Source: an optimization exercise on an open RTL-to-GDS flow (aim: small area and a short achievable clock period). Production flows keep margins and buffers that such runs may drop. At most, simulation tests tie the RTL to the original design; equivalence was not proved. For run 1, only the layout was checked, not whether the RTL still works.

==> flow/design.v, too long to show whole: its modules and the start of the top module <==
// module P_MUL: 8400 lines
// module pm_fa: 4 lines
// module pm_ha: 4 lines
// module pm_o22ai: 3 lines
// module pm_nor2: 3 lines
// module pm_or2: 3 lines
// module pm_xor2: 3 lines
// module pm_xnor2: 3 lines
// module pm_inv: 3 lines
// module pm_padd: 172 lines
// module pm_fadd: 371 lines
module P_MUL(
    in_1,
    in_2,
    in_3,
    in_valid,
    rst_n,
    clk,
    out_valid,
    out
);
  // ...
==> flow/run.sh <==
#!/bin/bash
# synth_recipe.tcl (not shown) runs the flow's synth.tcl, then flattens the netlist and writes it again
# the make line also repeats each setting of config.mk as NAME=value (left out here)
make -C /OpenROAD-flow-scripts/flow DESIGN_CONFIG=/design/flow/config.mk WORK_HOME=/design/flow/orfs CLKGATE_MAP_FILE= SYNTH_SCRIPT=/design/flow/synth_recipe.tcl finish
==> flow/config.mk <==
export PLATFORM = sky130hd
export DESIGN_NAME = P_MUL
export DESIGN_NICKNAME = P_MUL
export VERILOG_FILES = /design/flow/design.v
export SDC_FILE = /design/flow/constraint.sdc
export NUM_CORES = 4
export LEC_CHECK = 0
export CAP_MARGIN = 20
export CORE_MARGIN = 2
export CORE_UTILIZATION = 40
export SETUP_SLACK_MARGIN = 4.0
export SLEW_MARGIN = 20
export SYNTH_HIERARCHICAL = 1
==> flow/constraint.sdc <==
create_clock -name core_clock -period 8.0 [get_ports {clk}]
set_input_delay 1.6000 -clock core_clock [delete_from_list [all_inputs] [get_ports {clk}]]
set_output_delay 1.6000 -clock core_clock [all_outputs]
set_load 0.01 [all_outputs]
==> out/metrics.yaml, run 1 <==
outcome: "no timing/DRC/antenna violations"
cts_resized: 693
synth.largest_area_cell: "fa_1"
place_area_mm2: 0.0616
nets: 7291
hold_violations: 0
postCtsSetupRepairBufs: 445
period_share_pct: 57.7
finalSetupTns_ns: 0
seq_area_mm2: 0.00868
min_from: "v1$_DFF_PN0_"
core_mm2: 0.138
hold_ws_ns: 0.345
holdPathEnd: "v2$_DFF_PN0_"
synthCells: 4812
endpoint: "t_r[94]$_DFF_P_"
clk_path_buf_depth: 3
final_cell_count_no_fill: 7666
io_pins: 242
overflow: 0
antenna_left: 0
gp_congestion: 0.957
fin_util_pct: 55.6
synth_top_area_share_pct: 41.7
worstSetupStartpointType: "register"
use_met3_pct: 28.0
stdcell_area_mm2: 0.0765
antenna_found_initial: 33
grt_max_degree: 50
path_clk_slew_ns: 0.07
num-multi-input-gates: 4277
numClockSinks: 411
grt_util_all_layers_pct: 41.6
ys_ff_latch: 411
busiest_layer: "met2"
critPathMaxFanout: 6
crit_start: "ns_r[40]$_DFF_P_"
synth_top_family_by_area: "adder cells"
==> run 2: changes to the inputs <==
--- a/flow/design.v
+++ b/flow/design.v
@@ -8188,206 +8188,206 @@
 pm_fa u_fs920 (.a(nneg[20]), .b(ppl_41), .c(pp21_47), .s(fs920), .co(fc920));
 pm_fa u_fs921 (.a(pp22_45), .b(pp23_43), .c(hc58), .s(fs921), .co(fc921));
 pm_xnor2 u_fs922 (.a(ppl_42), .b(pp21_48), .y(fs922));
 pm_or2 u_fc922 (.a(ppl_42), .b(pp21_48), .y(fc922));
 pm_ha u_hs63 (.a(pp22_46), .b(pp23_44), .s(hs63), .co(hc63));
 pm_fa u_fs923 (.a(nneg[21]), .b(ppl_43), .c(pp22_47), .s(fs923), .co(fc923));
 pm_inv u_hs64 (.a(ppl_44), .y(hs64));
 assign hc64 = ppl_44;
-pm_ha u_hs65 (.a(neg_r[2]), .b(pp0_4), .s(hs65), .co(hc65));
-pm_ha u_hs66 (.a(pp0_5), .b(pp1_3), .s(hs66), .co(hc66));
-pm_fa u_fs924 (.a(pp1_4), .b(pp2_2), .c(pp3_0), .s(fs924), .co(fc924));
-pm_fa u_fs925 (.a(pp2_3), .b(pp3_1), .c(hc59), .s(fs925), .co(fc925));
-pm_fa u_fs926 (.a(pp4_0), .b(hc60), .c(fs760), .s(fs926), .co(fc926));
-pm_fa u_fs927 (.a(fc760), .b(hc61), .c(fs761), .s(fs927), .co(fc927));
-pm_fa u_fs928 (.a(fc761), .b(hc62), .c(fs762), .s(fs928), .co(fc928));
-pm_fa u_fs929 (.a(fc762), .b(fs764), .c(fc763), .s(fs929), .co(fc929));
-pm_fa u_fs930 (.a(fc764), .b(fs766), .c(fc765), .s(fs930), .co(fc930));
-pm_fa u_fs931 (.a(fc766), .b(fc767), .c(fs768), .s(fs931), .co(fc931));
-pm_fa u_fs932 (.a(fc768), .b(fc769), .c(fs770), .s(fs932), .co(fc932));
-pm_fa u_fs933 (.a(fc770), .b(fc771), .c(fs772), .s(fs933), .co(fc933));
-pm_fa u_fs934 (.a(fc772), .b(fc773), .c(fs774), .s(fs934), .co(fc934));
-pm_fa u_fs935 (.a(fc774), .b(fs776), .c(fc775), .s(fs935), .co(fc935));
-pm_fa u_fs936 (.a(fc776), .b(fs778), .c(fc777), .s(fs936), .co(fc936));
-pm_fa u_fs937 (.a(fc778), .b(fs780), .c(fc779), .s(fs937), .co(fc937));
-pm_fa u_fs938 (.a(fc780), .b(fc781), .c(fs782), .s(fs938), .co(fc938));
-pm_fa u_fs939 (.a(fc782), .b(fc783), .c(fs784), .s(fs939), .co(fc939));
-pm_fa u_fs940 (.a(fc784), .b(fc785), .c(fs786), .s(fs940), .co(fc940));
-pm_fa u_fs941 (.a(fc786), .b(fc787), .c(fs788), .s(fs941), .co(fc941));
-pm_fa u_fs942 (.a(fc788), .b(fc789), .c(fs790), .s(fs942), .co(fc942));
-pm_fa u_fs943 (.a(fc790), .b(fc791), .c(fs792), .s(fs943), .co(fc943));
-pm_fa u_fs944 (.a(fc792), .b(fs794), .c(fc793), .s(fs944), .co(fc944));
-pm_fa u_fs945 (.a(fc794), .b(fs796), .c(fc795), .s(fs945), .co(fc945));
-pm_fa u_fs946 (.a(fc796), .b(fs798), .c(fc797), .s(fs946), .co(fc946));
-pm_fa u_fs947 (.a(fc798), .b(fs800), .c(fc799), .s(fs947), .co(fc947));
-pm_fa u_fs948 (.a(fc800), .b(fc801), .c(fs802), .s(fs948), .co(fc948));
-pm_fa u_fs949 (.a(fc802), .b(fc803), .c(fs804), .s(fs949), .co(fc949));
-pm_fa u_fs950 (.a(fc804), .b(fc805), .c(fs806), .s(fs950), .co(fc950));
-pm_fa u_fs951 (.a(fc806), .b(fc807), .c(fs808), .s(fs951), .co(fc951));
-pm_fa u_fs952 (.a(fc808), .b(fc809), .c(fs810), .s(fs952), .co(fc952));
-pm_fa u_fs953 (.a(fc810), .b(fc811), .c(fs812), .s(fs953), .co(fc953));
-pm_fa u_fs954 (.a(fc812), .b(fc813), .c(fs814), .s(fs954), .co(fc954));
-pm_fa u_fs955 (.a(fc814), .b(fc815), .c(fs816), .s(fs955), .co(fc955));
-pm_fa u_fs956 (.a(fc816), .b(fc817), .c(fs818), .s(fs956), .co(fc956));
-pm_fa u_fs957 (.a(fc818), .b(fs820), .c(fc819), .s(fs957), .co(fc957));
-pm_fa u_fs958 (.a(fc820), .b(fs822), .c(fc821), .s(fs958), .co(fc958));
-pm_fa u_fs959 (.a(fc822), .b(fs824), .c(fc823), .s(fs959), .co(fc959));
-pm_fa u_fs960 (.a(fc824), .b(fs826), .c(fc825), .s(fs960), .co(fc960));
-pm_fa u_fs961 (.a(fc826), .b(fs828), .c(fc827), .s(fs961), .co(fc961));
-pm_fa u_fs962 (.a(fc828), .b(fs830), .c(fc829), .s(fs962), .co(fc962));
-pm_fa u_fs963 (.a(fc830), .b(fc831), .c(fs832), .s(fs963), .co(fc963));
-pm_fa u_fs964 (.a(fc832), .b(fc833), .c(fs834), .s(fs964), .co(fc964));
-pm_fa u_fs965 (.a(fc834), .b(fc835), .c(fs836), .s(fs965), .co(fc965));
-pm_fa u_fs966 (.a(fc836), .b(fc837), .c(fs838), .s(fs966), .co(fc966));
-pm_fa u_fs967 (.a(fc838), .b(fc839), .c(fs840), .s(fs967), .co(fc967));
-pm_fa u_fs968 (.a(fc840), .b(fc841), .c(fs842), .s(fs968), .co(fc968));
-pm_fa u_fs969 (.a(fc842), .b(fc843), .c(fs844), .s(fs969), .co(fc969));
-pm_fa u_fs970 (.a(fc844), .b(fc845), .c(fs846), .s(fs970), .co(fc970));
-pm_fa u_fs971 (.a(fc846), .b(fc847), .c(fs848), .s(fs971), .co(fc971));
-pm_fa u_fs972 (.a(fc848), .b(fc849), .c(fs850), .s(fs972), .co(fc972));
-pm_fa u_fs973 (.a(fc850), .b(fc851), .c(fs852), .s(fs973), .co(fc973));
-pm_fa u_fs974 (.a(fc852), .b(fc853), .c(fs854), .s(fs974), .co(fc974));
-pm_fa u_fs975 (.a(fc854), .b(fc855), .c(fs856), .s(fs975), .co(fc975));
-pm_fa u_fs976 (.a(fs858), .b(fc856), .c(fc857), .s(fs976), .co(fc976));
-pm_fa u_fs977 (.a(fc858), .b(fs860), .c(fc859), .s(fs977), .co(fc977));
-pm_fa u_fs978 (.a(fc860), .b(fs862), .c(fc861), .s(fs978), .co(fc978));
-pm_fa u_fs979 (.a(fc862), .b(fs864), .c(fc863), .s(fs979), .co(fc979));
-pm_fa u_fs980 (.a(fc864), .b(fs866), .c(fc865), .s(fs980), .co(fc980));
-pm_fa u_fs981 (.a(fc866), .b(fs868), .c(fc867), .s(fs981), .co(fc981));
-pm_fa u_fs982 (.a(fc868), .b(fs870), .c(fs871), .s(fs982), .co(fc982));
-pm_fa u_fs983 (.a(fc870), .b(fs872), .c(fs873), .s(fs983), .co(fc983));
-pm_fa u_fs984 (.a(fc872), .b(fc873), .c(fs874), .s(fs984), .co(fc984));
-pm_fa u_fs985 (.a(fc874), .b(fc875), .c(fs876), .s(fs985), .co(fc985));
-pm_fa u_fs986 (.a(fc876), .b(fc877), .c(fs878), .s(fs986), .co(fc986));
-pm_fa u_fs987 (.a(fc878), .b(fc879), .c(fs880), .s(fs987), .co(fc987));
-pm_fa u_fs988 (.a(fc880), .b(fc881), .c(fs882), .s(fs988), .co(fc988));
-pm_fa u_fs989 (.a(fc882), .b(fc883), .c(fs884), .s(fs989), .co(fc989));
-pm_fa u_fs990 (.a(fs886), .b(fc884), .c(fc885), .s(fs990), .co(fc990));
-pm_fa u_fs991 (.a(fc886), .b(fs888), .c(fc887), .s(fs991), .co(fc991));
-pm_fa u_fs992 (.a(fc888), .b(fs890), .c(fc889), .s(fs992), .co(fc992));
-pm_fa u_fs993 (.a(fc890), .b(fs892), .c(fc891), .s(fs993), .co(fc993));
-pm_fa u_fs994 (.a(fc892), .b(fs894), .c(fs895), .s(fs994), .co(fc994));
-pm_fa u_fs995 (.a(fc894), .b(fs896), .c(fs897), .s(fs995), .co(fc995));
-pm_fa u_fs996 (.a(fc896), .b(fc897), .c(fs898), .s(fs996), .co(fc996));
-pm_fa u_fs997 (.a(fc898), .b(fc899), .c(fs900), .s(fs997), .co(fc997));
-pm_fa u_fs998 (.a(fc900), .b(fc901), .c(fs902), .s(fs998), .co(fc998));
-pm_fa u_fs999 (.a(fs904), .b(fc902), .c(fc903), .s(fs999), .co(fc999));
-pm_fa u_fs1000 (.a(fc904), .b(fs906), .c(fc905), .s(fs1000), .co(fc1000));
-pm_fa u_fs1001 (.a(fc906), .b(fs908), .c(fc907), .s(fs1001), .co(fc1001));
-pm_fa u_fs1002 (.a(fc908), .b(fs910), .c(fs911), .s(fs1002), .co(fc1002));
-pm_fa u_fs1003 (.a(fc910), .b(fs912), .c(fs913), .s(fs1003), .co(fc1003));
-pm_fa u_fs1004 (.a(fc912), .b(fc913), .c(fs914), .s(fs1004), .co(fc1004));
-pm_fa u_fs1005 (.a(fs916), .b(fc914), .c(fc915), .s(fs1005), .co(fc1005));
-pm_fa u_fs1006 (.a(fc916), .b(fs918), .c(fc917), .s(fs1006), .co(fc1006));
-pm_fa u_fs1007 (.a(fc918), .b(fs920), .c(fs921), .s(fs1007), .co(fc1007));
-pm_fa u_fs1008 (.a(fc920), .b(fs922), .c(hs63), .s(fs1008), .co(fc1008));
-pm_fa u_fs1009 (.a(pp23_45), .b(fc922), .c(hc63), .s(fs1009), .co(fc1009));
-pm_fa u_fs1010 (.a(pp22_48), .b(pp23_46), .c(hs64), .s(fs1010), .co(fc1010));
-pm_fa u_fs1011 (.a(nneg[22]), .b(ppl_45), .c(pp23_47), .s(fs1011), .co(fc1011));
-pm_inv u_hs67 (.a(ppl_46), .y(hs67));
-assign hc67 = ppl_46;
-pm_ha u_hs68 (.a(neg_r[1]), .b(pp0_2), .s(hs68), .co(hc68));
-pm_ha u_hs69 (.a(pp0_3), .b(pp1_1), .s(hs69), .co(hc69));
-pm_fa u_fs1012 (.a(pp1_2), .b(pp2_0), .c(hs65), .s(fs1012), .co(fc1012));
-pm_fa u_fs1013 (.a(pp2_1), .b(hc65), .c(hs66), .s(fs1013), .co(fc1013));
-pm_fa u_fs1014 (.a(hc66), .b(fs924), .c(hs59), .s(fs1014), .co(fc1014));
-pm_fa u_fs1015 (.a(fc924), .b(hs60), .c(fs925), .s(fs1015), .co(fc1015));
-pm_fa u_fs1016 (.a(hs61), .b(fc925), .c(fs926), .s(fs1016), .co(fc1016));
-pm_fa u_fs1017 (.a(hs62), .b(fc926), .c(fs927), .s(fs1017), .co(fc1017));
-pm_fa u_fs1018 (.a(fc927), .b(fs928), .c(fs763), .s(fs1018), .co(fc1018));
-pm_fa u_fs1019 (.a(fc928), .b(fs765), .c(fs929), .s(fs1019), .co(fc1019));
-pm_fa u_fs1020 (.a(fs767), .b(fc929), .c(fs930), .s(fs1020), .co(fc1020));
-pm_fa u_fs1021 (.a(fs769), .b(fc930), .c(fs931), .s(fs1021), .co(fc1021));
-pm_fa u_fs1022 (.a(fs771), .b(fc931), .c(fs932), .s(fs1022), .co(fc1022));
-pm_fa u_fs1023 (.a(fs773), .b(fc932), .c(fs933), .s(fs1023), .co(fc1023));
-pm_fa u_fs1024 (.a(fc933), .b(fs934), .c(fs775), .s(fs1024), .co(fc1024));
-pm_fa u_fs1025 (.a(fc934), .b(fs777), .c(fs935), .s(fs1025), .co(fc1025));
-pm_fa u_fs1026 (.a(fs779), .b(fc935), .c(fs936), .s(fs1026), .co(fc1026));
-pm_fa u_fs1027 (.a(fs781), .b(fc936), .c(fs937), .s(fs1027), .co(fc1027));
-pm_fa u_fs1028 (.a(fs783), .b(fc937), .c(fs938), .s(fs1028), .co(fc1028));
-pm_fa u_fs1029 (.a(fs785), .b(fc938), .c(fs939), .s(fs1029), .co(fc1029));
-pm_fa u_fs1030 (.a(fs787), .b(fc939), .c(fs940), .s(fs1030), .co(fc1030));
-pm_fa u_fs1031 (.a(fs789), .b(fc940), .c(fs941), .s(fs1031), .co(fc1031));
-pm_fa u_fs1032 (.a(fs791), .b(fc941), .c(fs942), .s(fs1032), .co(fc1032));
-pm_fa u_fs1033 (.a(fc942), .b(fs943), .c(fs793), .s(fs1033), .co(fc1033));
-pm_fa u_fs1034 (.a(fc943), .b(fs795), .c(fs944), .s(fs1034), .co(fc1034));
-pm_fa u_fs1035 (.a(fs797), .b(fc944), .c(fs945), .s(fs1035), .co(fc1035));
-pm_fa u_fs1036 (.a(fs799), .b(fc945), .c(fs946), .s(fs1036), .co(fc1036));
-pm_fa u_fs1037 (.a(fs801), .b(fc946), .c(fs947), .s(fs1037), .co(fc1037));
-pm_fa u_fs1038 (.a(fs803), .b(fc947), .c(fs948), .s(fs1038), .co(fc1038));
-pm_fa u_fs1039 (.a(fs805), .b(fc948), .c(fs949), .s(fs1039), .co(fc1039));
-pm_fa u_fs1040 (.a(fs807), .b(fc949), .c(fs950), .s(fs1040), .co(fc1040));
-pm_fa u_fs1041 (.a(fs809), .b(fc950), .c(fs951), .s(fs1041), .co(fc1041));
-pm_fa u_fs1042 (.a(fs811), .b(fc951), .c(fs952), .s(fs1042), .co(fc1042));
-pm_fa u_fs1043 (.a(fs813), .b(fc952), .c(fs953), .s(fs1043), .co(fc1043));
-pm_fa u_fs1044 (.a(fs815), .b(fc953), .c(fs954), .s(fs1044), .co(fc1044));
-pm_fa u_fs1045 (.a(fs817), .b(fc954), .c(fs955), .s(fs1045), .co(fc1045));
-pm_fa u_fs1046 (.a(fc955), .b(fs956), .c(fs819), .s(fs1046), .co(fc1046));
-pm_fa u_fs1047 (.a(fc956), .b(fs821), .c(fs957), .s(fs1047), .co(fc1047));
-pm_fa u_fs1048 (.a(fs823), .b(fc957), .c(fs958), .s(fs1048), .co(fc1048));
-pm_fa u_fs1049 (.a(fs825), .b(fc958), .c(fs959), .s(fs1049), .co(fc1049));
-pm_fa u_fs1050 (.a(fs827), .b(fc959), .c(fs960), .s(fs1050), .co(fc1050));
-pm_fa u_fs1051 (.a(fs829), .b(fc960), .c(fs961), .s(fs1051), .co(fc1051));
-pm_fa u_fs1052 (.a(fs831), .b(fc961), .c(fs962), .s(fs1052), .co(fc1052));
-pm_fa u_fs1053 (.a(fs833), .b(fc962), .c(fs963), .s(fs1053), .co(fc1053));
-pm_fa u_fs1054 (.a(fs835), .b(fc963), .c(fs964), .s(fs1054), .co(fc1054));
-pm_fa u_fs1055 (.a(fs837), .b(fc964), .c(fs965), .s(fs1055), .co(fc1055));
-pm_fa u_fs1056 (.a(fs839), .b(fc965), .c(fs966), .s(fs1056), .co(fc1056));
-pm_fa u_fs1057 (.a(fs841), .b(fc966), .c(fs967), .s(fs1057), .co(fc1057));
-pm_fa u_fs1058 (.a(fs843), .b(fc967), .c(fs968), .s(fs1058), .co(fc1058));
-pm_fa u_fs1059 (.a(fs845), .b(fc968), .c(fs969), .s(fs1059), .co(fc1059));
-pm_fa u_fs1060 (.a(fs847), .b(fc969), .c(fs970), .s(fs1060), .co(fc1060));
-pm_fa u_fs1061 (.a(fs849), .b(fc970), .c(fs971), .s(fs1061), .co(fc1061));
-pm_fa u_fs1062 (.a(fs851), .b(fc971), .c(fs972), .s(fs1062), .co(fc1062));
-pm_fa u_fs1063 (.a(fs853), .b(fc972), .c(fs973), .s(fs1063), .co(fc1063));
-pm_fa u_fs1064 (.a(fs855), .b(fc973), .c(fs974), .s(fs1064), .co(fc1064));
-pm_fa u_fs1065 (.a(fs857), .b(fc974), .c(fs975), .s(fs1065), .co(fc1065));
-pm_fa u_fs1066 (.a(fs859), .b(fc975), .c(fs976), .s(fs1066), .co(fc1066));
-pm_fa u_fs1067 (.a(fs861), .b(fc976), .c(fs977), .s(fs1067), .co(fc1067));
-pm_fa u_fs1068 (.a(fs863), .b(fc977), .c(fs978), .s(fs1068), .co(fc1068));
-pm_fa u_fs1069 (.a(fs865), .b(fc978), .c(fs979), .s(fs1069), .co(fc1069));
-pm_fa u_fs1070 (.a(fs867), .b(fc979), .c(fs980), .s(fs1070), .co(fc1070));
-pm_fa u_fs1071 (.a(fs869), .b(fc980), .c(fs981), .s(fs1071), .co(fc1071));
-pm_fa u_fs1072 (.a(fc869), .b(fs982), .c(fc981), .s(fs1072), .co(fc1072));
-pm_fa u_fs1073 (.a(fc871), .b(fs983), .c(fc982), .s(fs1073), .co(fc1073));
-pm_fa u_fs1074 (.a(fs875), .b(fc983), .c(fs984), .s(fs1074), .co(fc1074));
-pm_fa u_fs1075 (.a(fs877), .b(fc984), .c(fs985), .s(fs1075), .co(fc1075));
-pm_fa u_fs1076 (.a(fs879), .b(fc985), .c(fs986), .s(fs1076), .co(fc1076));
-pm_fa u_fs1077 (.a(fs881), .b(fc986), .c(fs987), .s(fs1077), .co(fc1077));
-pm_fa u_fs1078 (.a(fs883), .b(fc987), .c(fs988), .s(fs1078), .co(fc1078));
-pm_fa u_fs1079 (.a(fs885), .b(fc988), .c(fs989), .s(fs1079), .co(fc1079));
-pm_fa u_fs1080 (.a(fs887), .b(fc989), .c(fs990), .s(fs1080), .co(fc1080));
-pm_fa u_fs1081 (.a(fs889), .b(fc990), .c(fs991), .s(fs1081), .co(fc1081));
-pm_fa u_fs1082 (.a(fs891), .b(fc991), .c(fs992), .s(fs1082), .co(fc1082));
-pm_fa u_fs1083 (.a(fs893), .b(fc992), .c(fs993), .s(fs1083), .co(fc1083));
-pm_fa u_fs1084 (.a(fc893), .b(fs994), .c(fc993), .s(fs1084), .co(fc1084));
-pm_fa u_fs1085 (.a(fc895), .b(fs995), .c(fc994), .s(fs1085), .co(fc1085));
-pm_fa u_fs1086 (.a(fs899), .b(fc995), .c(fs996), .s(fs1086), .co(fc1086));
-pm_fa u_fs1087 (.a(fs901), .b(fc996), .c(fs997), .s(fs1087), .co(fc1087));
-pm_fa u_fs1088 (.a(fs903), .b(fc997), .c(fs998), .s(fs1088), .co(fc1088));
-pm_fa u_fs1089 (.a(fs905), .b(fc998), .c(fs999), .s(fs1089), .co(fc1089));
-pm_fa u_fs1090 (.a(fs907), .b(fc999), .c(fs1000), .s(fs1090), .co(fc1090));
-pm_fa u_fs1091 (.a(fs909), .b(fc1000), .c(fs1001), .s(fs1091), .co(fc1091));
-pm_fa u_fs1092 (.a(fc909), .b(fs1002), .c(fc1001), .s(fs1092), .co(fc1092));
-pm_fa u_fs1093 (.a(fc911), .b(fs1003), .c(fc1002), .s(fs1093), .co(fc1093));
-pm_fa u_fs1094 (.a(fs915), .b(fc1003), .c(fs1004), .s(fs1094), .co(fc1094));
-pm_fa u_fs1095 (.a(fs917), .b(fc1004), .c(fs1005), .s(fs1095), .co(fc1095));
-pm_fa u_fs1096 (.a(fs919), .b(fc1005), .c(fs1006), .s(fs1096), .co(fc1096));
-pm_fa u_fs1097 (.a(fc919), .b(fs1007), .c(fc1006), .s(fs1097), .co(fc1097));
-pm_fa u_fs1098 (.a(fc921), .b(fs1008), .c(fc1007), .s(fs1098), .co(fc1098));
-pm_fa u_fs1099 (.a(fs923), .b(fc1008), .c(fs1009), .s(fs1099), .co(fc1099));
-pm_fa u_fs1100 (.a(fc923), .b(fs1010), .c(fc1009), .s(fs1100), .co(fc1100));
-pm_fa u_fs1101 (.a(hc64), .b(fs1011), .c(fc1010), .s(fs1101), .co(fc1101));
-pm_fa u_fs1102 (.a(pp23_48), .b(hs67), .c(fc1011), .s(fs1102), .co(fc1102));
-pm_fa u_fs1103 (.a(nneg[23]), .b(ppl_47), .c(hc67), .s(fs1103), .co(fc1103));
-logic [190:0] t_r;
-always_ff @(posedge clk) t_r <= {fs1103, fc1102, fs1102, fc1101, fs1101, fc1100, fs1100, fc1099, fs1099, fc1098, fs1098, fc1097, fs1097, fc1096, fs1096, fc1095, fs1095, fc1094, fs1094, fc1093, fs1093, fc1092, fs1092, fc1091, fs1091, fc1090, fs1090, fc1089, fs1089, fc1088, fs1088, fc1087, fs1087, fc1086, fs1086, fc1085, fs1085, fc1084, fs1084, fc1083, fs1083, fc1082, fs1082, fc1081, fs1081, fc1080, fs1080, fc1079, fs1079, fc1078, fs1078, fc1077, fs1077, fc1076, fs1076, fc1075, fs1075, fc1074, fs1074, fc1073, fs1073, fc1072, fs1072, fc1071, fs1071, fc1070, fs1070, fc1069, fs1069, fc1068, fs1068, fc1067, fs1067, fc1066, fs1066, fc1065, fs1065, fc1064, fs1064, fc1063, fs1063, fc1062, fs1062, fc1061, fs1061, fc1060, fs1060, fc1059, fs1059, fc1058, fs1058, fc1057, fs1057, fc1056, fs1056, fc1055, fs1055, fc1054, fs1054, fc1053, fs1053, fc1052, fs1052, fc1051, fs1051, fc1050, fs1050, fc1049, fs1049, fc1048, fs1048, fc1047, fs1047, fc1046, fs1046, fc1045, fs1045, fc1044, fs1044, fc1043, fs1043, fc1042, fs1042, fc1041, fs1041, fc1040, fs1040, fc1039, fs1039, fc1038, fs1038, fc1037, fs1037, fc1036, fs1036, fc1035, fs1035, fc1034, fs1034, fc1033, fs1033, fc1032, fs1032, fc1031, fs1031, fc1030, fs1030, fc1029, fs1029, fc1028, fs1028, fc1027, fs1027, fc1026, fs1026, fc1025, fs1025, fc1024, fs1024, fc1023, fs1023, fc1022, fs1022, fc1021, fs1021, fc1020, fs1020, fc1019, fs1019, fc1018, fs1018, fc1017, fs1017, fc1016, fs1016, fc1015, fs1015, fc1014, fs1014, fc1013, fs1013, fc1012, fs1012, hc69, hs69, hc68, pp1_0, hs68, pp0_1, pp0_0, neg_r[0]};
-wire [95:0] xs = {t_r[189], t_r[187], t_r[185], t_r[183], t_r[181], t_r[179], t_r[177], t_r[175], t_r[173], t_r[171], t_r[169], t_r[167], t_r[165], t_r[163], t_r[161], t_r[159], t_r[157], t_r[155], t_r[153], t_r[151], t_r[149], t_r[147], t_r[145], t_r[143], t_r[141], t_r[139], t_r[137], t_r[135], t_r[133], t_r[131], t_r[129], t_r[127], t_r[125], t_r[123], t_r[121], t_r[119], t_r[117], t_r[115], t_r[113], t_r[111], t_r[109], t_r[107], t_r[105], t_r[103], t_r[101], t_r[99], t_r[97], t_r[95], t_r[93], t_r[91], t_r[89], t_r[87], t_r[85], t_r[83], t_r[81], t_r[79], t_r[77], t_r[75], t_r[73], t_r[71], t_r[69], t_r[67], t_r[65], t_r[63], t_r[61], t_r[59], t_r[57], t_r[55], t_r[53], t_r[51], t_r[49], t_r[47], t_r[45], t_r[43], t_r[41], t_r[39], t_r[37], t_r[35], t_r[33], t_r[31], t_r[29], t_r[27], t_r[25], t_r[23], t_r[21], t_r[19], t_r[17], t_r[15], t_r[13], t_r[11], t_r[9], t_r[7], t_r[5], t_r[3], t_r[2], t_r[0]};
-wire [95:0] ys = {t_r[190], t_r[188], t_r[186], t_r[184], t_r[182], t_r[180], t_r[178], t_r[176], t_r[174], t_r[172], t_r[170], t_r[168], t_r[166], t_r[164], t_r[162], t_r[160], t_r[158], t_r[156], t_r[154], t_r[152], t_r[150], t_r[148], t_r[146], t_r[144], t_r[142], t_r[140], t_r[138], t_r[136], t_r[134], t_r[132], t_r[130], t_r[128], t_r[126], t_r[124], t_r[122], t_r[120], t_r[118], t_r[116], t_r[114], t_r[112], t_r[110], t_r[108], t_r[106], t_r[104], t_r[102], t_r[100], t_r[98], t_r[96], t_r[94], t_r[92], t_r[90], t_r[88], t_r[86], t_r[84], t_r[82], t_r[80], t_r[78], t_r[76], t_r[74], t_r[72], t_r[70], t_r[68], t_r[66], t_r[64], t_r[62], t_r[60], t_r[58], t_r[56], t_r[54], t_r[52], t_r[50], t_r[48], t_r[46], t_r[44], t_r[42], t_r[40], t_r[38], t_r[36], t_r[34], t_r[32], t_r[30], t_r[28], t_r[26], t_r[24], t_r[22], t_r[20], t_r[18], t_r[16], t_r[14], t_r[12], t_r[10], t_r[8], t_r[6], t_r[4], 1'b0, t_r[1]};
+logic [370:0] t_r;
+always_ff @(posedge clk) t_r <= {ppl_47, nneg[23], pp23_48, ppl_46, pp23_47, ppl_45, nneg[22], hc64, pp23_46, pp22_48, hs64, fc923, pp23_45, fs923, hc63, fc922, hs63, fs922, fc921, fc920, fs921, fs920, fc919, fc918, fs919, fs918, fc917, fc916, fs917, fs916, fc915, fc914, fs915, fs914, fc913, fc912, fs913, fs912, fc911, fc910, fs911, fs910, fc909, fc908, fs909, fs908, fc907, fc906, fs907, fs906, fc905, fc904, fs905, fs904, fc903, fc902, fs903, fs902, fc901, fc900, fs901, fs900, fc899, fc898, fs899, fs898, fc897, fc896, fs897, fs896, fc895, fc894, fs895, fs894, fc893, fc892, fs893, fs892, fc891, fc890, fs891, fs890, fc889, fc888, fs889, fs888, fc887, fc886, fs887, fs886, fc885, fc884, fs885, fs884, fc883, fc882, fs883, fs882, fc881, fc880, fs881, fs880, fc879, fc878, fs879, fs878, fc877, fc876, fs877, fs876, fc875, fc874, fs875, fs874, fc873, fc872, fs873, fs872, fc871, fc870, fs871, fs870, fc869, fc868, fs869, fs868, fc867, fc866, fs867, fs866, fc865, fc864, fs865, fs864, fc863, fc862, fs863, fs862, fc861, fc860, fs861, fs860, fc859, fc858, fs859, fs858, fc857, fc856, fs857, fs856, fc855, fc854, fs855, fs854, fc853, fc852, fs853, fs852, fc851, fc850, fs851, fs850, fc849, fc848, fs849, fs848, fc847, fc846, fs847, fs846, fc845, fc844, fs845, fs844, fc843, fc842, fs843, fs842, fc841, fc840, fs841, fs840, fc839, fc838, fs839, fs838, fc837, fc836, fs837, fs836, fc835, fc834, fs835, fs834, fc833, fc832, fs833, fs832, fc831, fc830, fs831, fs830, fc829, fc828, fs829, fs828, fc827, fc826, fs827, fs826, fc825, fc824, fs825, fs824, fc823, fc822, fs823, fs822, fc821, fc820, fs821, fs820, fc819, fc818, fs819, fs818, fc817, fc816, fs817, fs816, fc815, fc814, fs815, fs814, fc813, fc812, fs813, fs812, fc811, fc810, fs811, fs810, fc809, fc808, fs809, fs808, fc807, fc806, fs807, fs806, fc805, fc804, fs805, fs804, fc803, fc802, fs803, fs802, fc801, fc800, fs801, fs800, fc799, fc798, fs799, fs798, fc797, fc796, fs797, fs796, fc795, fc794, fs795, fs794, fc793, fc792, fs793, fs792, fc791, fc790, fs791, fs790, fc789, fc788, fs789, fs788, fc787, fc786, fs787, fs786, fc785, fc784, fs785, fs784, fc783, fc782, fs783, fs782, fc781, fc780, fs781, fs780, fc779, fc778, fs779, fs778, fc777, fc776, fs777, fs776, fc775, fc774, fs775, fs774, fc773, fc772, fs773, fs772, fc771, fc770, fs771, fs770, fc769, fc768, fs769, fs768, fc767, fc766, fs767, fs766, fc765, fc764, fs765, fs764, fc763, fc762, fs763, fs762, hc62, fc761, hs62, fs761, hc61, fc760, pp4_0, hs61, fs760, hc60, pp3_1, pp2_3, hs60, hc59, pp3_0, pp2_2, pp1_4, hs59, pp2_1, pp1_3, pp0_5, pp2_0, pp1_2, pp0_4, neg_r[2], pp1_1, pp0_3, pp1_0, pp0_2, neg_r[1], pp0_1, pp0_0, neg_r[0]};
+pm_ha u_hs65 (.a(t_r[8]), .b(t_r[9]), .s(hs65), .co(hc65));
+pm_ha u_hs66 (.a(t_r[12]), .b(t_r[13]), .s(hs66), .co(hc66));
+pm_fa u_fs924 (.a(t_r[15]), .b(t_r[16]), .c(t_r[17]), .s(fs924), .co(fc924));
+pm_fa u_fs925 (.a(t_r[19]), .b(t_r[20]), .c(t_r[21]), .s(fs925), .co(fc925));
+pm_fa u_fs926 (.a(t_r[23]), .b(t_r[24]), .c(t_r[25]), .s(fs926), .co(fc926));
+pm_fa u_fs927 (.a(t_r[27]), .b(t_r[28]), .c(t_r[29]), .s(fs927), .co(fc927));
+pm_fa u_fs928 (.a(t_r[31]), .b(t_r[32]), .c(t_r[33]), .s(fs928), .co(fc928));
+pm_fa u_fs929 (.a(t_r[35]), .b(t_r[36]), .c(t_r[37]), .s(fs929), .co(fc929));
+pm_fa u_fs930 (.a(t_r[39]), .b(t_r[40]), .c(t_r[41]), .s(fs930), .co(fc930));
+pm_fa u_fs931 (.a(t_r[43]), .b(t_r[44]), .c(t_r[45]), .s(fs931), .co(fc931));
+pm_fa u_fs932 (.a(t_r[47]), .b(t_r[48]), .c(t_r[49]), .s(fs932), .co(fc932));
+pm_fa u_fs933 (.a(t_r[51]), .b(t_r[52]), .c(t_r[53]), .s(fs933), .co(fc933));
+pm_fa u_fs934 (.a(t_r[55]), .b(t_r[56]), .c(t_r[57]), .s(fs934), .co(fc934));
+pm_fa u_fs935 (.a(t_r[59]), .b(t_r[60]), .c(t_r[61]), .s(fs935), .co(fc935));
+pm_fa u_fs936 (.a(t_r[63]), .b(t_r[64]), .c(t_r[65]), .s(fs936), .co(fc936));
+pm_fa u_fs937 (.a(t_r[67]), .b(t_r[68]), .c(t_r[69]), .s(fs937), .co(fc937));
+pm_fa u_fs938 (.a(t_r[71]), .b(t_r[72]), .c(t_r[73]), .s(fs938), .co(fc938));
+pm_fa u_fs939 (.a(t_r[75]), .b(t_r[76]), .c(t_r[77]), .s(fs939), .co(fc939));
+pm_fa u_fs940 (.a(t_r[79]), .b(t_r[80]), .c(t_r[81]), .s(fs940), .co(fc940));
+pm_fa u_fs941 (.a(t_r[83]), .b(t_r[84]), .c(t_r[85]), .s(fs941), .co(fc941));
+pm_fa u_fs942 (.a(t_r[87]), .b(t_r[88]), .c(t_r[89]), .s(fs942), .co(fc942));
+pm_fa u_fs943 (.a(t_r[91]), .b(t_r[92]), .c(t_r[93]), .s(fs943), .co(fc943));
+pm_fa u_fs944 (.a(t_r[95]), .b(t_r[96]), .c(t_r[97]), .s(fs944), .co(fc944));
+pm_fa u_fs945 (.a(t_r[99]), .b(t_r[100]), .c(t_r[101]), .s(fs945), .co(fc945));
+pm_fa u_fs946 (.a(t_r[103]), .b(t_r[104]), .c(t_r[105]), .s(fs946), .co(fc946));
+pm_fa u_fs947 (.a(t_r[107]), .b(t_r[108]), .c(t_r[109]), .s(fs947), .co(fc947));
+pm_fa u_fs948 (.a(t_r[111]), .b(t_r[112]), .c(t_r[113]), .s(fs948), .co(fc948));
+pm_fa u_fs949 (.a(t_r[115]), .b(t_r[116]), .c(t_r[117]), .s(fs949), .co(fc949));
+pm_fa u_fs950 (.a(t_r[119]), .b(t_r[120]), .c(t_r[121]), .s(fs950), .co(fc950));
+pm_fa u_fs951 (.a(t_r[123]), .b(t_r[124]), .c(t_r[125]), .s(fs951), .co(fc951));
+pm_fa u_fs952 (.a(t_r[127]), .b(t_r[128]), .c(t_r[129]), .s(fs952), .co(fc952));
+pm_fa u_fs953 (.a(t_r[131]), .b(t_r[132]), .c(t_r[133]), .s(fs953), .co(fc953));
+pm_fa u_fs954 (.a(t_r[135]), .b(t_r[136]), .c(t_r[137]), .s(fs954), .co(fc954));
+pm_fa u_fs955 (.a(t_r[139]), .b(t_r[140]), .c(t_r[141]), .s(fs955), .co(fc955));
+pm_fa u_fs956 (.a(t_r[143]), .b(t_r[144]), .c(t_r[145]), .s(fs956), .co(fc956));
+pm_fa u_fs957 (.a(t_r[147]), .b(t_r[148]), .c(t_r[149]), .s(fs957), .co(fc957));
+pm_fa u_fs958 (.a(t_r[151]), .b(t_r[152]), .c(t_r[153]), .s(fs958), .co(fc958));
+pm_fa u_fs959 (.a(t_r[155]), .b(t_r[156]), .c(t_r[157]), .s(fs959), .co(fc959));
+pm_fa u_fs960 (.a(t_r[159]), .b(t_r[160]), .c(t_r[161]), .s(fs960), .co(fc960));
+pm_fa u_fs961 (.a(t_r[163]), .b(t_r[164]), .c(t_r[165]), .s(fs961), .co(fc961));
+pm_fa u_fs962 (.a(t_r[167]), .b(t_r[168]), .c(t_r[169]), .s(fs962), .co(fc962));
+pm_fa u_fs963 (.a(t_r[171]), .b(t_r[172]), .c(t_r[173]), .s(fs963), .co(fc963));
+pm_fa u_fs964 (.a(t_r[175]), .b(t_r[176]), .c(t_r[177]), .s(fs964), .co(fc964));
+pm_fa u_fs965 (.a(t_r[179]), .b(t_r[180]), .c(t_r[181]), .s(fs965), .co(fc965));
+pm_fa u_fs966 (.a(t_r[183]), .b(t_r[184]), .c(t_r[185]), .s(fs966), .co(fc966));
+pm_fa u_fs967 (.a(t_r[187]), .b(t_r[188]), .c(t_r[189]), .s(fs967), .co(fc967));
+pm_fa u_fs968 (.a(t_r[191]), .b(t_r[192]), .c(t_r[193]), .s(fs968), .co(fc968));
+pm_fa u_fs969 (.a(t_r[195]), .b(t_r[196]), .c(t_r[197]), .s(fs969), .co(fc969));
+pm_fa u_fs970 (.a(t_r[199]), .b(t_r[200]), .c(t_r[201]), .s(fs970), .co(fc970));
+pm_fa u_fs971 (.a(t_r[203]), .b(t_r[204]), .c(t_r[205]), .s(fs971), .co(fc971));
+pm_fa u_fs972 (.a(t_r[207]), .b(t_r[208]), .c(t_r[209]), .s(fs972), .co(fc972));
+pm_fa u_fs973 (.a(t_r[211]), .b(t_r[212]), .c(t_r[213]), .s(fs973), .co(fc973));
+pm_fa u_fs974 (.a(t_r[215]), .b(t_r[216]), .c(t_r[217]), .s(fs974), .co(fc974));
+pm_fa u_fs975 (.a(t_r[219]), .b(t_r[220]), .c(t_r[221]), .s(fs975), .co(fc975));
+pm_fa u_fs976 (.a(t_r[223]), .b(t_r[224]), .c(t_r[225]), .s(fs976), .co(fc976));
+pm_fa u_fs977 (.a(t_r[227]), .b(t_r[228]), .c(t_r[229]), .s(fs977), .co(fc977));
+pm_fa u_fs978 (.a(t_r[231]), .b(t_r[232]), .c(t_r[233]), .s(fs978), .co(fc978));
+pm_fa u_fs979 (.a(t_r[235]), .b(t_r[236]), .c(t_r[237]), .s(fs979), .co(fc979));
+pm_fa u_fs980 (.a(t_r[239]), .b(t_r[240]), .c(t_r[241]), .s(fs980), .co(fc980));
+pm_fa u_fs981 (.a(t_r[243]), .b(t_r[244]), .c(t_r[245]), .s(fs981), .co(fc981));
+pm_fa u_fs982 (.a(t_r[247]), .b(t_r[248]), .c(t_r[249]), .s(fs982), .co(fc982));
+pm_fa u_fs983 (.a(t_r[251]), .b(t_r[252]), .c(t_r[253]), .s(fs983), .co(fc983));
+pm_fa u_fs984 (.a(t_r[255]), .b(t_r[256]), .c(t_r[257]), .s(fs984), .co(fc984));
+pm_fa u_fs985 (.a(t_r[259]), .b(t_r[260]), .c(t_r[261]), .s(fs985), .co(fc985));
+pm_fa u_fs986 (.a(t_r[263]), .b(t_r[264]), .c(t_r[265]), .s(fs986), .co(fc986));
+pm_fa u_fs987 (.a(t_r[267]), .b(t_r[268]), .c(t_r[269]), .s(fs987), .co(fc987));
+pm_fa u_fs988 (.a(t_r[271]), .b(t_r[272]), .c(t_r[273]), .s(fs988), .co(fc988));
+pm_fa u_fs989 (.a(t_r[275]), .b(t_r[276]), .c(t_r[277]), .s(fs989), .co(fc989));
+pm_fa u_fs990 (.a(t_r[279]), .b(t_r[280]), .c(t_r[281]), .s(fs990), .co(fc990));
+pm_fa u_fs991 (.a(t_r[283]), .b(t_r[284]), .c(t_r[285]), .s(fs991), .co(fc991));
+pm_fa u_fs992 (.a(t_r[287]), .b(t_r[288]), .c(t_r[289]), .s(fs992), .co(fc992));
+pm_fa u_fs993 (.a(t_r[291]), .b(t_r[292]), .c(t_r[293]), .s(fs993), .co(fc993));
+pm_fa u_fs994 (.a(t_r[295]), .b(t_r[296]), .c(t_r[297]), .s(fs994), .co(fc994));
+pm_fa u_fs995 (.a(t_r[299]), .b(t_r[300]), .c(t_r[301]), .s(fs995), .co(fc995));
+pm_fa u_fs996 (.a(t_r[303]), .b(t_r[304]), .c(t_r[305]), .s(fs996), .co(fc996));
+pm_fa u_fs997 (.a(t_r[307]), .b(t_r[308]), .c(t_r[309]), .s(fs997), .co(fc997));
+pm_fa u_fs998 (.a(t_r[311]), .b(t_r[312]), .c(t_r[313]), .s(fs998), .co(fc998));
+pm_fa u_fs999 (.a(t_r[315]), .b(t_r[316]), .c(t_r[317]), .s(fs999), .co(fc999));
+pm_fa u_fs1000 (.a(t_r[319]), .b(t_r[320]), .c(t_r[321]), .s(fs1000), .co(fc1000));
+pm_fa u_fs1001 (.a(t_r[323]), .b(t_r[324]), .c(t_r[325]), .s(fs1001), .co(fc1001));
+pm_fa u_fs1002 (.a(t_r[327]), .b(t_r[328]), .c(t_r[329]), .s(fs1002), .co(fc1002));
+pm_fa u_fs1003 (.a(t_r[331]), .b(t_r[332]), .c(t_r[333]), .s(fs1003), .co(fc1003));
+pm_fa u_fs1004 (.a(t_r[335]), .b(t_r[336]), .c(t_r[337]), .s(fs1004), .co(fc1004));
+pm_fa u_fs1005 (.a(t_r[339]), .b(t_r[340]), .c(t_r[341]), .s(fs1005), .co(fc1005));
+pm_fa u_fs1006 (.a(t_r[343]), .b(t_r[344]), .c(t_r[345]), .s(fs1006), .co(fc1006));
+pm_fa u_fs1007 (.a(t_r[347]), .b(t_r[348]), .c(t_r[349]), .s(fs1007), .co(fc1007));
+pm_fa u_fs1008 (.a(t_r[351]), .b(t_r[352]), .c(t_r[353]), .s(fs1008), .co(fc1008));
+pm_fa u_fs1009 (.a(t_r[355]), .b(t_r[356]), .c(t_r[357]), .s(fs1009), .co(fc1009));
+pm_fa u_fs1010 (.a(t_r[359]), .b(t_r[360]), .c(t_r[361]), .s(fs1010), .co(fc1010));
+pm_fa u_fs1011 (.a(t_r[363]), .b(t_r[364]), .c(t_r[365]), .s(fs1011), .co(fc1011));
+pm_inv u_hs67 (.a(t_r[367]), .y(hs67));
+assign hc67 = t_r[367];
+pm_ha u_hs68 (.a(t_r[3]), .b(t_r[4]), .s(hs68), .co(hc68));
+pm_ha u_hs69 (.a(t_r[6]), .b(t_r[7]), .s(hs69), .co(hc69));
+pm_fa u_fs1012 (.a(t_r[10]), .b(t_r[11]), .c(hs65), .s(fs1012), .co(fc1012));
+pm_fa u_fs1013 (.a(t_r[14]), .b(hc65), .c(hs66), .s(fs1013), .co(fc1013));
+pm_fa u_fs1014 (.a(t_r[18]), .b(hc66), .c(fs924), .s(fs1014), .co(fc1014));
+pm_fa u_fs1015 (.a(t_r[22]), .b(fc924), .c(fs925), .s(fs1015), .co(fc1015));
+pm_fa u_fs1016 (.a(t_r[26]), .b(fc925), .c(fs926), .s(fs1016), .co(fc1016));
+pm_fa u_fs1017 (.a(t_r[30]), .b(fc926), .c(fs927), .s(fs1017), .co(fc1017));
+pm_fa u_fs1018 (.a(t_r[34]), .b(fc927), .c(fs928), .s(fs1018), .co(fc1018));
+pm_fa u_fs1019 (.a(t_r[38]), .b(fc928), .c(fs929), .s(fs1019), .co(fc1019));
+pm_fa u_fs1020 (.a(t_r[42]), .b(fc929), .c(fs930), .s(fs1020), .co(fc1020));
+pm_fa u_fs1021 (.a(t_r[46]), .b(fc930), .c(fs931), .s(fs1021), .co(fc1021));
+pm_fa u_fs1022 (.a(t_r[50]), .b(fc931), .c(fs932), .s(fs1022), .co(fc1022));
+pm_fa u_fs1023 (.a(t_r[54]), .b(fc932), .c(fs933), .s(fs1023), .co(fc1023));
+pm_fa u_fs1024 (.a(t_r[58]), .b(fc933), .c(fs934), .s(fs1024), .co(fc1024));
+pm_fa u_fs1025 (.a(t_r[62]), .b(fc934), .c(fs935), .s(fs1025), .co(fc1025));
+pm_fa u_fs1026 (.a(t_r[66]), .b(fc935), .c(fs936), .s(fs1026), .co(fc1026));
+pm_fa u_fs1027 (.a(t_r[70]), .b(fc936), .c(fs937), .s(fs1027), .co(fc1027));
+pm_fa u_fs1028 (.a(t_r[74]), .b(fc937), .c(fs938), .s(fs1028), .co(fc1028));
+pm_fa u_fs1029 (.a(t_r[78]), .b(fc938), .c(fs939), .s(fs1029), .co(fc1029));
+pm_fa u_fs1030 (.a(t_r[82]), .b(fc939), .c(fs940), .s(fs1030), .co(fc1030));
+pm_fa u_fs1031 (.a(t_r[86]), .b(fc940), .c(fs941), .s(fs1031), .co(fc1031));
+pm_fa u_fs1032 (.a(t_r[90]), .b(fc941), .c(fs942), .s(fs1032), .co(fc1032));
+pm_fa u_fs1033 (.a(t_r[94]), .b(fc942), .c(fs943), .s(fs1033), .co(fc1033));
+pm_fa u_fs1034 (.a(t_r[98]), .b(fc943), .c(fs944), .s(fs1034), .co(fc1034));
+pm_fa u_fs1035 (.a(t_r[102]), .b(fc944), .c(fs945), .s(fs1035), .co(fc1035));
+pm_fa u_fs1036 (.a(t_r[106]), .b(fc945), .c(fs946), .s(fs1036), .co(fc1036));
+pm_fa u_fs1037 (.a(t_r[110]), .b(fc946), .c(fs947), .s(fs1037), .co(fc1037));
+pm_fa u_fs1038 (.a(t_r[114]), .b(fc947), .c(fs948), .s(fs1038), .co(fc1038));
+pm_fa u_fs1039 (.a(t_r[118]), .b(fc948), .c(fs949), .s(fs1039), .co(fc1039));
+pm_fa u_fs1040 (.a(t_r[122]), .b(fc949), .c(fs950), .s(fs1040), .co(fc1040));
+pm_fa u_fs1041 (.a(t_r[126]), .b(fc950), .c(fs951), .s(fs1041), .co(fc1041));
+pm_fa u_fs1042 (.a(t_r[130]), .b(fc951), .c(fs952), .s(fs1042), .co(fc1042));
+pm_fa u_fs1043 (.a(t_r[134]), .b(fc952), .c(fs953), .s(fs1043), .co(fc1043));
+pm_fa u_fs1044 (.a(t_r[138]), .b(fc953), .c(fs954), .s(fs1044), .co(fc1044));
+pm_fa u_fs1045 (.a(t_r[142]), .b(fc954), .c(fs955), .s(fs1045), .co(fc1045));
+pm_fa u_fs1046 (.a(t_r[146]), .b(fc955), .c(fs956), .s(fs1046), .co(fc1046));
+pm_fa u_fs1047 (.a(t_r[150]), .b(fc956), .c(fs957), .s(fs1047), .co(fc1047));
+pm_fa u_fs1048 (.a(t_r[154]), .b(fc957), .c(fs958), .s(fs1048), .co(fc1048));
+pm_fa u_fs1049 (.a(t_r[158]), .b(fc958), .c(fs959), .s(fs1049), .co(fc1049));
+pm_fa u_fs1050 (.a(t_r[162]), .b(fc959), .c(fs960), .s(fs1050), .co(fc1050));
+pm_fa u_fs1051 (.a(t_r[166]), .b(fc960), .c(fs961), .s(fs1051), .co(fc1051));
+pm_fa u_fs1052 (.a(t_r[170]), .b(fc961), .c(fs962), .s(fs1052), .co(fc1052));
+pm_fa u_fs1053 (.a(t_r[174]), .b(fc962), .c(fs963), .s(fs1053), .co(fc1053));
+pm_fa u_fs1054 (.a(t_r[178]), .b(fc963), .c(fs964), .s(fs1054), .co(fc1054));
+pm_fa u_fs1055 (.a(t_r[182]), .b(fc964), .c(fs965), .s(fs1055), .co(fc1055));
+pm_fa u_fs1056 (.a(t_r[186]), .b(fc965), .c(fs966), .s(fs1056), .co(fc1056));
+pm_fa u_fs1057 (.a(t_r[190]), .b(fc966), .c(fs967), .s(fs1057), .co(fc1057));
+pm_fa u_fs1058 (.a(t_r[194]), .b(fc967), .c(fs968), .s(fs1058), .co(fc1058));
+pm_fa u_fs1059 (.a(t_r[198]), .b(fc968), .c(fs969), .s(fs1059), .co(fc1059));
+pm_fa u_fs1060 (.a(t_r[202]), .b(fc969), .c(fs970), .s(fs1060), .co(fc1060));
+pm_fa u_fs1061 (.a(t_r[206]), .b(fc970), .c(fs971), .s(fs1061), .co(fc1061));
+pm_fa u_fs1062 (.a(t_r[210]), .b(fc971), .c(fs972), .s(fs1062), .co(fc1062));
+pm_fa u_fs1063 (.a(t_r[214]), .b(fc972), .c(fs973), .s(fs1063), .co(fc1063));
+pm_fa u_fs1064 (.a(t_r[218]), .b(fc973), .c(fs974), .s(fs1064), .co(fc1064));
+pm_fa u_fs1065 (.a(t_r[222]), .b(fc974), .c(fs975), .s(fs1065), .co(fc1065));
+pm_fa u_fs1066 (.a(t_r[226]), .b(fc975), .c(fs976), .s(fs1066), .co(fc1066));
+pm_fa u_fs1067 (.a(t_r[230]), .b(fc976), .c(fs977), .s(fs1067), .co(fc1067));
+pm_fa u_fs1068 (.a(t_r[234]), .b(fc977), .c(fs978), .s(fs1068), .co(fc1068));
+pm_fa u_fs1069 (.a(t_r[238]), .b(fc978), .c(fs979), .s(fs1069), .co(fc1069));
+pm_fa u_fs1070 (.a(t_r[242]), .b(fc979), .c(fs980), .s(fs1070), .co(fc1070));
+pm_fa u_fs1071 (.a(t_r[246]), .b(fc980), .c(fs981), .s(fs1071), .co(fc1071));
+pm_fa u_fs1072 (.a(t_r[250]), .b(fc981), .c(fs982), .s(fs1072), .co(fc1072));
+pm_fa u_fs1073 (.a(t_r[254]), .b(fc982), .c(fs983), .s(fs1073), .co(fc1073));
+pm_fa u_fs1074 (.a(t_r[258]), .b(fc983), .c(fs984), .s(fs1074), .co(fc1074));
+pm_fa u_fs1075 (.a(t_r[262]), .b(fc984), .c(fs985), .s(fs1075), .co(fc1075));
+pm_fa u_fs1076 (.a(t_r[266]), .b(fc985), .c(fs986), .s(fs1076), .co(fc1076));
+pm_fa u_fs1077 (.a(t_r[270]), .b(fc986), .c(fs987), .s(fs1077), .co(fc1077));
+pm_fa u_fs1078 (.a(t_r[274]), .b(fc987), .c(fs988), .s(fs1078), .co(fc1078));
+pm_fa u_fs1079 (.a(t_r[278]), .b(fc988), .c(fs989), .s(fs1079), .co(fc1079));
+pm_fa u_fs1080 (.a(t_r[282]), .b(fc989), .c(fs990), .s(fs1080), .co(fc1080));
+pm_fa u_fs1081 (.a(t_r[286]), .b(fc990), .c(fs991), .s(fs1081), .co(fc1081));
+pm_fa u_fs1082 (.a(t_r[290]), .b(fc991), .c(fs992), .s(fs1082), .co(fc1082));
+pm_fa u_fs1083 (.a(t_r[294]), .b(fc992), .c(fs993), .s(fs1083), .co(fc1083));
+pm_fa u_fs1084 (.a(t_r[298]), .b(fc993), .c(fs994), .s(fs1084), .co(fc1084));
+pm_fa u_fs1085 (.a(t_r[302]), .b(fc994), .c(fs995), .s(fs1085), .co(fc1085));
+pm_fa u_fs1086 (.a(t_r[306]), .b(fc995), .c(fs996), .s(fs1086), .co(fc1086));
+pm_fa u_fs1087 (.a(t_r[310]), .b(fc996), .c(fs997), .s(fs1087), .co(fc1087));
+pm_fa u_fs1088 (.a(t_r[314]), .b(fc997), .c(fs998), .s(fs1088), .co(fc1088));
+pm_fa u_fs1089 (.a(t_r[318]), .b(fc998), .c(fs999), .s(fs1089), .co(fc1089));
+pm_fa u_fs1090 (.a(t_r[322]), .b(fc999), .c(fs1000), .s(fs1090), .co(fc1090));
+pm_fa u_fs1091 (.a(t_r[326]), .b(fc1000), .c(fs1001), .s(fs1091), .co(fc1091));
+pm_fa u_fs1092 (.a(t_r[330]), .b(fc1001), .c(fs1002), .s(fs1092), .co(fc1092));
+pm_fa u_fs1093 (.a(t_r[334]), .b(fc1002), .c(fs1003), .s(fs1093), .co(fc1093));
+pm_fa u_fs1094 (.a(t_r[338]), .b(fc1003), .c(fs1004), .s(fs1094), .co(fc1094));
+pm_fa u_fs1095 (.a(t_r[342]), .b(fc1004), .c(fs1005), .s(fs1095), .co(fc1095));
+pm_fa u_fs1096 (.a(t_r[346]), .b(fc1005), .c(fs1006), .s(fs1096), .co(fc1096));
+pm_fa u_fs1097 (.a(t_r[350]), .b(fc1006), .c(fs1007), .s(fs1097), .co(fc1097));
+pm_fa u_fs1098 (.a(t_r[354]), .b(fc1007), .c(fs1008), .s(fs1098), .co(fc1098));
+pm_fa u_fs1099 (.a(t_r[358]), .b(fc1008), .c(fs1009), .s(fs1099), .co(fc1099));
+pm_fa u_fs1100 (.a(t_r[362]), .b(fc1009), .c(fs1010), .s(fs1100), .co(fc1100));
+pm_fa u_fs1101 (.a(t_r[366]), .b(fc1010), .c(fs1011), .s(fs1101), .co(fc1101));
+pm_fa u_fs1102 (.a(t_r[368]), .b(fc1011), .c(hs67), .s(fs1102), .co(fc1102));
+pm_fa u_fs1103 (.a(t_r[369]), .b(t_r[370]), .c(hc67), .s(fs1103), .co(fc1103));
+wire [95:0] xs = {fc1102, fc1101, fc1100, fc1099, fc1098, fc1097, fc1096, fc1095, fc1094, fc1093, fc1092, fc1091, fc1090, fc1089, fc1088, fc1087, fc1086, fc1085, fc1084, fc1083, fc1082, fc1081, fc1080, fc1079, fc1078, fc1077, fc1076, fc1075, fc1074, fc1073, fc1072, fc1071, fc1070, fc1069, fc1068, fc1067, fc1066, fc1065, fc1064, fc1063, fc1062, fc1061, fc1060, fc1059, fc1058, fc1057, fc1056, fc1055, fc1054, fc1053, fc1052, fc1051, fc1050, fc1049, fc1048, fc1047, fc1046, fc1045, fc1044, fc1043, fc1042, fc1041, fc1040, fc1039, fc1038, fc1037, fc1036, fc1035, fc1034, fc1033, fc1032, fc1031, fc1030, fc1029, fc1028, fc1027, fc1026, fc1025, fc1024, fc1023, fc1022, fc1021, fc1020, fc1019, fc1018, fc1017, fc1016, fc1015, fc1014, fc1013, fc1012, hc69, hc68, hs68, t_r[2], t_r[0]};
+wire [95:0] ys = {fs1103, fs1102, fs1101, fs1100, fs1099, fs1098, fs1097, fs1096, fs1095, fs1094, fs1093, fs1092, fs1091, fs1090, fs1089, fs1088, fs1087, fs1086, fs1085, fs1084, fs1083, fs1082, fs1081, fs1080, fs1079, fs1078, fs1077, fs1076, fs1075, fs1074, fs1073, fs1072, fs1071, fs1070, fs1069, fs1068, fs1067, fs1066, fs1065, fs1064, fs1063, fs1062, fs1061, fs1060, fs1059, fs1058, fs1057, fs1056, fs1055, fs1054, fs1053, fs1052, fs1051, fs1050, fs1049, fs1048, fs1047, fs1046, fs1045, fs1044, fs1043, fs1042, fs1041, fs1040, fs1039, fs1038, fs1037, fs1036, fs1035, fs1034, fs1033, fs1032, fs1031, fs1030, fs1029, fs1028, fs1027, fs1026, fs1025, fs1024, fs1023, fs1022, fs1021, fs1020, fs1019, fs1018, fs1017, fs1016, fs1015, fs1014, fs1013, fs1012, hs69, t_r[5], 1'b0, t_r[1]};
 wire [95:0] o_sum;
 pm_fadd u_fadd (.a(xs), .b(ys), .s(o_sum));
 always_ff @(posedge clk) out <= o_sum;
 always_ff @(posedge clk or negedge rst_n) begin
     if (!rst_n) begin
         v1 <= 1'b0;
         v2 <= 1'b0;
         out_valid <= 1'b0;
==> flow/config.mk (replaced) <==
export PLATFORM = sky130hd
export DESIGN_NAME = P_MUL
export DESIGN_NICKNAME = P_MUL
export VERILOG_FILES = /design/flow/design.v
export SDC_FILE = /design/flow/constraint.sdc
export NUM_CORES = 4
export LEC_CHECK = 0
export CAP_MARGIN = 20
export CORE_MARGIN = 2
export CORE_UTILIZATION = 40
export SLEW_MARGIN = 20
export SYNTH_HIERARCHICAL = 1
==> run 2 against run 1 <==
Net effect: design area decreased by 12%; critical path depth is 3 higher; critical endpoint is now out[85]$_DFF_P_; cell count decreased by 3.6%; maximum frequency fell by 18%; register-to-register slack got worse by 1.0 ns.
==> out/metrics.yaml, run 2 <==
crit_chain: "fa_1, fa_1, ha_1, a21oi_1, o21ai_0, a211oi_1, nor2_1, a211oi_4, o32a_1, and2b_1, o21ai_1, fa_1, xor2_1"
worstSetupStartpointType: "register"
crit_family: "compound AO/OA/AOI/OAI gates"
portBuffers: 241
cts_buffers: 74
place_area_mm2: 0.0649  # +5.4%
critPathBufInv: 0
synth_edf_count: 0
wirelength_um: 235000
synth_flop_cell: "dfxtp_1"
yosysWarnings: 7
rsz0062_at_grt: "no"
cp_slowest_cell: "a211oi_4"
die-width_um: 389
drive_gt1_share_pct: 6.49
path_class: "reg2reg"
fillers: 13500
maxCapViolations: 0
max_slew_margin_pct: 12.9
netlist_area_mm2: 0.0592
synthArstFlopShare_pct: 0.508
die_y_um: 389
initial_core_util_pct: 40.2
ys_ff_latch: 591  # +44%
crit_path_end_kind: "register"
period_share_pct: 70.3  # +13 points
grt_max_degree: 50  # unchanged
postCtsSetupRepairBufs: 0  # -100%
setup_viol: 0
worstPathArrival_ns: 6.22
overflow: 0  # unchanged
gp_congestion: 0.898  # -6.2%
wl_per_cell_um: 31.8
drt-pass1-iter-count: 9
die_area_mm2: 0.151
hold_violations: 0  # unchanged
vias_per_cell: 6.63
antenna_found_initial: 7  # -79%
cts-root-buf: "clkbuf_16"
synthCells: 4992  # +3.7%
cts_tree: "built"
synth_commonest_cells: "1224 x xor2_1, 1158 x fa_1, 1128 x o22ai_1"
largest_register_ffs: 371
synth.largest_area_cell: "fa_1"
synth_area_leaders: "fa_1 39%, dfxtp_1 20%, xor2_1 18%"
cts_max_level: 3
crit_required_ns: 8.60
seq_area_frac_synth_pct: 20.0
critPathMostFrequentCell: "fa_1"
critPathMaxFanout: 7  # +1
hold_buffers: 0
slowest_delay_ns: 1.01
antenna_left: 0  # unchanged
regMostFlops: "t_r"
finalSetupTns_ns: 0  # unchanged
first_global_vias: 53000
cts_resized: 0  # -100%
dp_hpwl_um: 141000
synth.distinct_cells: 61
synth_top_area_share_pct: 39.2  # -2.5 points
synth_most_common_cell: "xor2_1"
nets: 6901  # -5.3%
row_count: 141
drc: 0
path_clk_slew_ns: 0.06  # about the same
grt_util_all_layers_pct: 30.9  # -11 points
drtIter0Drc: 7265
drv_slew: 0
fin_crit_ns: 5.62
stdcell_area_mm2: 0.0676  # -12%
synth_nets: 6497
reg.largest.list: "t_r (371), out (96), ns_r (48)"
grt_pass1_wl_um: 348000
core_mm2: 0.147  # +7.0%
clock.fmax_mhz: 178
clk_latency_ns: 0.71
fin_worst_skew_ns: 0.0451
min_path_type: "reg2reg"
avgSynthCellArea_um2: 11.9
mostFrequentLayoutCell: "xor2_1"
worst_pin_slew_ns: 1.30
numClockSinks: 591  # +44%
clk_path_buf_depth: 3  # unchanged
area_growth_pct: 14.2
outcome: "no timing/DRC/antenna violations"
io_pins: 242  # unchanged
vias: 48900
final_cell_mix: "1224 x xor2_1, 1158 x fa_1, 1128 x o22ai_1, 472 x dfxtp_1, 241 x clkdlybuf4s50_1"
[run 2: modules after synthesis (local to each module, per instance)]
module / area (um2) / flip-flops and latches / copies in the design / cells
P_MUL: 12600 / 591 / 1 / 711
pm_fadd: 4030 / 0 / 1 / 456
pm_padd: 2030 / 0 / 1 / 233
pm_fa: 20.0 / 0 / 1086 / 1
pm_ha: 12.5 / 0 / 64 / 1
pm_xnor2: 8.76 / 0 / 18 / 1
pm_xor2: 8.76 / 0 / 1176 / 1
pm_o22ai: 6.26 / 0 / 1128 / 1
pm_or2: 6.26 / 0 / 18 / 1
pm_inv: 3.75 / 0 / 6 / 1
pm_nor2: 3.75 / 0 / 96 / 1
[run 2: cells by family (layout without fill, tap and decap cells)]
kind of cell | after synthesis | count (layout) | share of synthesized area (%)
fa+ha+maj | 1360 | 1360 | 43.4
compound gates | 1352 | 1352 | 14.4
xor+xnor | 1287 | 1287 | 19.0
flops | 591 | 591 | 20.0
simple gates | 277 | 277 | 2.32
buf+inv | 124 | 586 | 0.787
other cells | 1 | 5 | 0.00634
[run 2: worst paths after layout]
kind                                 startpoint                  end  slack [ns]  cells past startpoint
worst max-delay path            t_r[91]$_DFF_P_      out[85]$_DFF_P_        2.38                     13
worst min register to register     v1$_DFF_PN0_         v2$_DFF_PN0_        0.35                      0
min in group asynchronous                 rst_n         v1$_DFF_PN0_        1.11                      1
worst min-delay path               v1$_DFF_PN0_         v2$_DFF_PN0_        0.35                      0
worst max register to register  t_r[91]$_DFF_P_      out[85]$_DFF_P_        2.38                     13
max in group asynchronous                 rst_n  out_valid$_DFF_PN0_        6.74                      1
[run 2: layout make-up]
class / instances / area, um2 / area share [%]
multi-input cells: 4277 / 46900 / 69.3
flip-flops and latches: 591 / 12100 / 18.0
repair buffers: 328 / 3070 / 4.53
well taps: 1930 / 2410 / 3.57
clock buffers: 92 / 2050 / 3.03
clock inverters: 42 / 589 / 0.872
inverters: 124 / 465 / 0.689
diodes: 4 / 10.0 / 0.0148
[run 2: metal layers]
metal	part of all wire (%)	track usage, %
met1	36	39.0
met2	44	47.3
met3	14	10.3
met4	6.2	15.9
met5	0.0089	0
[run 2: metrics by stage]
stage / util (%) / hold slack [ns] / setup slack (ns) / cells
CTS: 45.9 / 0.363 / 2.63 / 7384
global route: 45.9 / 0.368 / 2.38 / 7384
floorplan: - / 0.331 / 3.43 / 4992
finish: 45.9 / 0.355 / 2.38 / 7388
detailed placement: 44.1 / 0.337 / 2.64 / 7250
global placement: 44.1 / 0.337 / 2.73 / 7250

## what the ideal ports hide
Ports are ideal in the flow. The routed layouts listed here were re-timed in OpenROAD. Step 1, drivers: a clkbuf_16 drives clk and a buf_2 each remaining input, both assumed. Step 2 times the ports against the registers' clock, not the clock port: input delays grow and output delays shrink by t, the midpoint of the rising clock arrivals with the driver on. Three values: ideal ports, drivers, drivers and shift; two values: the first two.
run	t, ns	setup WS [ns]	worst data-port slew with drivers (ns)
run 1	0.784	3.385 / 3.385 / 3.345	0.08
run 2	0.770	2.376 / 2.377 / 2.377	0.07
After both steps every run listed still meets setup and hold. The setup slack of run 1, which loses most, moves by 0.000 ns with the drivers and by -0.040 ns with both steps.
